Context: an optimization exercise on an open-source flow, tuned for small area, a short achievable clock period and few clock cycles. The choices shown serve that exercise and are no tape-out recipe.
The RTL was checked by simulation tests, not by an equivalence proof against the original design.

== JK ==
==> flow/design.v (excerpt) <==
module MyDesign (
  input  wire        dut_run,
  output reg         dut_busy,
  input  wire        reset_b,
  input  wire        clk,
  output wire        input_sram_write_enable,
  output wire [11:0] input_sram_write_addresss,
  output wire [15:0] input_sram_write_data,
  output reg  [11:0] input_sram_read_address,
  input  wire [15:0] input_sram_read_data,
  output reg         output_sram_write_enable,
  output reg  [11:0] output_sram_write_addresss,
  output reg  [15:0] output_sram_write_data,
  output wire [11:0] output_sram_read_address,
  input  wire [15:0] output_sram_read_data,
  output wire        scratchpad_sram_write_enable,
  output wire [11:0] scratchpad_sram_write_addresss,
  output wire [15:0] scratchpad_sram_write_data,
  output wire [11:0] scratchpad_sram_read_address,
  input  wire [15:0] scratchpad_sram_read_data,
  output wire        weights_sram_write_enable,
  output wire [11:0] weights_sram_write_addresss,
  output wire [15:0] weights_sram_write_data,
  output wire [11:0] weights_sram_read_address,
  input  wire [15:0] weights_sram_read_data
);
Size in the first run: about 3000 cells after synthesis, roughly 580 flip-flops, roughly 230 I/O pins, about 34000 um^2 of cells after synthesis.
Settings: LEC_CHECK=0, CAP_MARGIN=20, CORE_MARGIN=2, CORE_UTILIZATION=40, PLACE_DENSITY=0.6, SETUP_SLACK_MARGIN=4.75, SLEW_MARGIN=20; clock period 8.5 ns.
run.sh (not shown) runs the stock make flow with config.mk's settings and CLKGATE_MAP_FILE= SYNTH_SCRIPT=/design/flow/synth_recipe.tcl, a recipe that flattens the netlist after the stock synthesis.
Looking at the reports, JK completed the entire flow and the layout it produced met the timing, DRC and antenna checks.
Testbench counts of JK, summed over its fixed seeds: cycles 100,730.
Input changes introduced in MS (baseline for comparison: JK):
- CTS_CLUSTER_SIZE newly set to 30
- SETUP_SLACK_MARGIN changed from 4.75 to 4.9
- CTS_CLUSTER_DIAMETER newly set to 60
- ABC_AREA newly set to 1
--- outcome ---
Compared with JK, MS shows a slack of the critical path that is 88 ps higher.
For the area fraction in compound gates after synthesis, MS came in 0.48 points higher than JK did.

Setup of run A:
Starting RTL as in the previous note.
export LEC_CHECK = 0
export CAP_MARGIN = 20
export CORE_MARGIN = 2
export CORE_UTILIZATION = 40
export CTS_CLUSTER_DIAMETER = 70
export CTS_CLUSTER_SIZE = 35
export PLACE_DENSITY = 0.6
export SETUP_SLACK_MARGIN = 4.75
export SLEW_MARGIN = 20
create_clock -name core_clock -period 8.5 [get_ports {clk}]
Per the final summary, run A finished and its layout is clean on timing, DRC and antenna.
Testbench counts of run A, summed over its fixed seeds: cycles 100,730.
Relative to run A, the following input files were edited for run B:
- a change of CTS_CLUSTER_DIAMETER from 70 to 60
- a change of CTS_CLUSTER_SIZE from 35 to 30
Results
Taking run A as the reference, in run B aggregate routed wire length went up by about 0.4%; final area went down by about 0.6%.
Timing endpoint of the critical path = cs1_1[8]: run A; timing endpoint of the critical path = cs1_0[8]: run B
Run B reports its launch point of the worst path as k3[1] while run A reports k3[0].
Input changes introduced in run C (baseline for comparison: run B):
- SETUP_SLACK_MARGIN now 4.9, was 4.75
Notes after the runs:
Diff run B -> run C: fmax climbed 3.3%; per-cell routed wire length increased by 0.091 um relative to the old numbers.
A timing startpoint of the critical path of k4[1] is what run C shows, while k3[1] belongs to run B.
First-pass GRT wire length up 1.3% in run C wrt run B
Number of inserted diodes, run C and run B: lower on run C
Wire: run C routes more than run B
Layout cell share with drive strength beyond 1 for run C is higher than for run B.
Diff run B -> run C | final setup slack of the worst path | increase of 0.12 ns
The following lists how run D was set up differently from run C:
- a deleted CTS_CLUSTER_SIZE that had been 30
- a deleted CTS_CLUSTER_DIAMETER that had been 60
- a change of SETUP_SLACK_MARGIN from 4.9 to 5.0
==> results.txt <==
In run D the largest fanout on the critical path turned out 1 lower than in run C.
Going from run C to run D, final period demand of the worst path saw an increase, total via count in the routed design higher, routed length on met1 picked up an extra 300 um, clock-buffer cell count grew by 60%.
Run D: final cell count higher than run C
NOTE routability-driven placement congestion ratio run C->run D increased slightly

## build 98
Starting RTL as in the previous note.
export LEC_CHECK = 0
export CAP_MARGIN = 20
export CORE_MARGIN = 2
export CORE_UTILIZATION = 40
export CTS_CLUSTER_DIAMETER = 80
export CTS_CLUSTER_SIZE = 30
export PLACE_DENSITY = 0.6
export SETUP_SLACK_MARGIN = 4.75
export SLEW_MARGIN = 20
create_clock -name core_clock -period 8.5 [get_ports {clk}]
Testbench counts of build 98, summed over its fixed seeds: cycles 100,730.
The inputs of build 35 differ from those of build 98 as listed below.
- swapping 80 for 50 in CTS_CLUSTER_DIAMETER
- swapping 30 for 40 in CTS_CLUSTER_SIZE
Results
Fmax | build 35 vs build 98 | build 35 faster
Relative to build 98, wire length on met3 has gone up in build 35.
Per the comparison of build 35 with build 98, hold path depth comparable, clock buffer and inverter area fraction after layout now larger.
Against build 98, overall via count from detail_route in build 35 rose slightly.
Build 98 → build 35: count of buffers not belonging to the clock network in the layout higher.
Setup slack in build 35 is larger than in build 98.
Comparing build 35 and build 98, number of diodes is higher on build 98.
The following lists how build 86 was set up differently from build 35:
- CTS_CLUSTER_DIAMETER now 45, was 50
- CTS_CLUSTER_SIZE now 50, was 40
Findings:
Looking at initial antenna violation count, build 86 sits 1 above build 35.
Count of buffer and inverter cells on the critical path (lower): build 35
From build 35 to build 86 the numbers moved as follows: H-tree level count picked up an extra 1, worst hold margin lost 0.0037 ns.

static timing again, ports no longer ideal:
How much do the figures lean on ideal ports? The routed layouts below were timed once more, with nothing changed but the port constraints. Step 1: set_driving_cell puts a clkbuf_16 on clk and a buf_2 on each other input, an assumption about the parent block. Step 2 times the ports against the registers' clock, not the clock port: input delays grow and output delays shrink by t, the midpoint of the rising clock arrivals with the driver on. Three values: ideal ports, drivers, drivers and shift; two values: the first two.
run | t, ns | setup slack, ns | latest minus earliest clock arrival (ns) | worst slew at a driven data input, ns
JK | 0.707 | 4.828 / 4.828 / 4.318 | 0.066 / 0.066 | 0.05
MS | 0.680 | 4.917 / 4.917 / 4.544 | 0.059 / 0.059 | 0.07
run A | 0.662 | 4.829 / 4.829 / 4.304 | 0.070 / 0.070 | 0.05
run B | 0.679 | 4.818 / 4.818 / 4.361 | 0.066 / 0.066 | 0.05
run C | 0.681 | 4.937 / 4.899 / 4.358 | 0.067 / 0.066 | 0.05
run D | 0.716 | 4.913 / 4.913 / 4.564 | 0.067 / 0.067 | 0.05
build 98 | 0.654 | 4.811 / 4.811 / 4.331 | 0.056 / 0.056 | 0.05
build 35 | 0.703 | 4.848 / 4.848 / 4.387 | 0.088 / 0.088 | 0.05
build 86 | 0.684 | 4.819 / 4.819 / 4.321 | 0.042 / 0.041 | 0.05
After both steps every run listed still meets setup and hold. For run C, which loses most, drivers alone change the setup slack by -0.038 ns; drivers and shift together by -0.579 ns.
